This design comes from an exercise in tuning for small area and a short achievable clock period on the open sky130 flow, not from production work.
Only simulation tests tie the RTL to the original design; equivalence was not proved.
Power figures rest on the tool's default switching activity, not on a simulated workload.

// cpu_riscv
module cpu_riscv (
    input  wire        clk,
    input  wire        reset,
    output wire [31:0] instr_addr,
    input  wire [31:0] instr_data,
    input  wire [4:0]  register_data_debug_address,
    output wire [31:0] register_data_debug
);
wire [31:0] instr = instr_data;
wire [31:0] pc;
wire [31:0] pc_next;
program_counter pc_reg (
    .clk(clk),
    .reset(reset),
    .pc_next(pc_next),
    .pc_current(pc)
);
assign instr_addr = pc;
wire is_op, is_opi, is_load, is_store, is_br, is_jal, is_jalr, is_lui, is_auipc;
wire sel_sum, sel_p, sel_g, sel_shr, sel_shl, sel_slt, sel_sltu;
wire alu_sub, use_rs2, shift_left, shift_arith;
wire reg_write;
control_unit ctrl (
    .instr(instr),
    .is_op(is_op), .is_opi(is_opi), .is_load(is_load), .is_store(is_store),
    .is_br(is_br), .is_jal(is_jal), .is_jalr(is_jalr), .is_lui(is_lui), .is_auipc(is_auipc),
    .sel_sum(sel_sum), .sel_p(sel_p), .sel_g(sel_g), .sel_shr(sel_shr), .sel_shl(sel_shl),
    .sel_slt(sel_slt), .sel_sltu(sel_sltu),
    .alu_sub(alu_sub), .use_rs2(use_rs2), .shift_left(shift_left), .shift_arith(shift_arith),
    .reg_write(reg_write)
);
wire [31:0] imm_i = {{20{instr[31]}}, instr[31:20]};
wire [31:0] imm_s = {{20{instr[31]}}, instr[31:25], instr[11:7]};
wire [31:0] imm_u = {instr[31:12], 12'b0};
wire [31:0] pc_imm;
immediate_generator imm_gen (
    .instr(instr),
    .is_jal(is_jal),
    .is_auipc(is_auipc),
    .imm_pc(pc_imm)
);
wire [31:0] rs1_data, rs2_data, wb_data;
register_bank regs (
  ...
export LEC_CHECK = 0
export CAP_MARGIN = 20
export CORE_MARGIN = 2
export CORE_UTILIZATION = 30
export CTS_BUF_LIST = sky130_fd_sc_hd__clkbuf_16
export CTS_CLUSTER_DIAMETER = 100
export CTS_CLUSTER_SIZE = 25
export PLACE_DENSITY = 0.62
export SETUP_SLACK_MARGIN = 5
export SLEW_MARGIN = 20
export SYNTH_HIERARCHICAL = 1
create_clock -name core_clock -period 13.0 [get_ports {clk}]
run.sh (not shown) runs the stock make flow with config.mk's settings and CLKGATE_MAP_FILE= SYNTH_SCRIPT=/design/flow/synth_recipe.tcl, a recipe that flattens the netlist after the stock synthesis.
The first run finished clean.
==> next run, changes <==
--- a/flow/config.mk
+++ b/flow/config.mk
@@ -13,3 +13,3 @@
 export CTS_CLUSTER_SIZE = 25
-export PLACE_DENSITY = 0.62
+export PLACE_DENSITY = 0.55
 export SETUP_SLACK_MARGIN = 5
Effect: Cell area goes up by 0.31%; total power is about the same; count of clock-buffer cells in the layout goes down by 5.
==> next run, changes <==
--- a/flow/config.mk
+++ b/flow/config.mk
@@ -9,3 +9,3 @@
 export CORE_MARGIN = 2
-export CORE_UTILIZATION = 30
+export CORE_UTILIZATION = 35
 export CTS_BUF_LIST = sky130_fd_sc_hd__clkbuf_16
Outcome:
- The new run passed the timing, DRC and antenna checks
- die area goes down by about a fifth
- flip-flop and latch count is unchanged
- core utilization is higher by 5.8 points
- first-iteration DRC count is higher by about a fifth
- setup slack is better by 28 ps
- clock-buffer cell count is higher by 2
- wire length came out lower slightly
- clock power rises slightly

========
## JK
Starting RTL as in the previous note.
export LEC_CHECK = 0
export CAP_MARGIN = 20
export CORE_MARGIN = 2
export CORE_UTILIZATION = 35
export CTS_BUF_LIST = sky130_fd_sc_hd__clkbuf_16
export CTS_CLUSTER_DIAMETER = 100
export CTS_CLUSTER_SIZE = 25
export PLACE_DENSITY = 0.62
export SETUP_SLACK_MARGIN = 5
export SLEW_MARGIN = 20
export SYNTH_HIERARCHICAL = 1
create_clock -name core_clock -period 13.0 [get_ports {clk}]
standard.sh (not shown) runs the stock make flow with config.mk's settings and CLKGATE_MAP_FILE= SYNTH_SCRIPT=/design/flow/synth_recipe.tcl, a recipe that flattens the netlist after the stock synthesis.
==> flow/flow/run.sh <==
#!/bin/bash
# Own layout flow: the standard flow (standard.sh: unchanged synthesis
# and steps). Placement and clock tree synthesis run with config.mk's
# settings; global routing's timing repair then aims at a slightly larger
# setup margin, to make up for what detailed routing later loses. The clock
# period and constraints are the design's. Each step's full log is in
# orfs/logs/; make's own output is in flow_make_*.log here.
set -euo pipefail
cd "$(dirname "$0")/.."
bash standard.sh cts > flow_make_cts.log 2>&1
bash standard.sh SETUP_SLACK_MARGIN=5.35 finish > flow_make_finish.log 2>&1
What MS does differently from JK at the input level:
==> flow/run.sh (new file) <==
#!/bin/bash
# synth_recipe.tcl (not shown) runs the flow's synth.tcl, then flattens the netlist and writes it again
# the make line also repeats each setting of config.mk as NAME=value (left out here)
make -C /OpenROAD-flow-scripts/flow DESIGN_CONFIG=/design/flow/config.mk WORK_HOME=/design/flow/orfs CLKGATE_MAP_FILE= SYNTH_SCRIPT=/design/flow/synth_recipe.tcl finish
removed: flow/flow/run.sh
removed: flow/standard.sh
Results
- JK → MS: non-clock buffer count now sits lower; area growth from synthesis to layout now sits lower.
- MS vs JK, origin of the worst setup path: instr_data[17] vs instr_data[16]
- Via count delta (MS -> JK): insignificant
- Summary of MS over JK: sequential group power level; core utilization moved down; sequential share of cell area moved up; final critical path time including I/O delays and setup moved up.

## afterwards: timing with drivers on the ports
No port has a modelled driver above. Below, the same layouts with a new extraction and two added sets of constraints.
Step 1 (the two cells are an assumption about what drives the block):
set clk [get_ports {clk}]
set_driving_cell -lib_cell sky130_fd_sc_hd__clkbuf_16 $clk
set_driving_cell -lib_cell sky130_fd_sc_hd__buf_2 [delete_from_list [all_inputs] $clk]
Step 2, shift: input delay + t, output delay - t, t = (earliest + latest rising clock arrival at the registers) / 2. This alone moves slack from input paths to output paths.
Three values: no drivers, after step 1, after step 2; two values: the first two.
run | t (ns) | setup slack, ns | worst setup path at the end | clock arrival spread, ns | worst data-port slew with drivers (ns)
the first run of note 1 | 0.883 | 4.872 / 4.715 / 4.057 | input to register | 0.067 / 0.067 | 0.34
the second run of note 1 | 0.909 | 4.878 / 4.892 / 4.049 | input to register | 0.070 / 0.071 | 0.28
the third run of note 1 | 0.907 | 4.906 / 4.881 / 4.094 | input to register | 0.086 / 0.086 | 0.04
JK | 0.914 | 4.954 / 5.004 / 4.090 | input to register | 0.073 / 0.073 | 0.10
MS | 0.909 | 4.847 / 4.840 / 4.007 | input to register | 0.067 / 0.067 | 0.10
After both steps every run listed still meets setup and hold. For JK, which loses most, drivers alone change the setup slack by +0.050 ns; drivers and shift together by -0.864 ns.
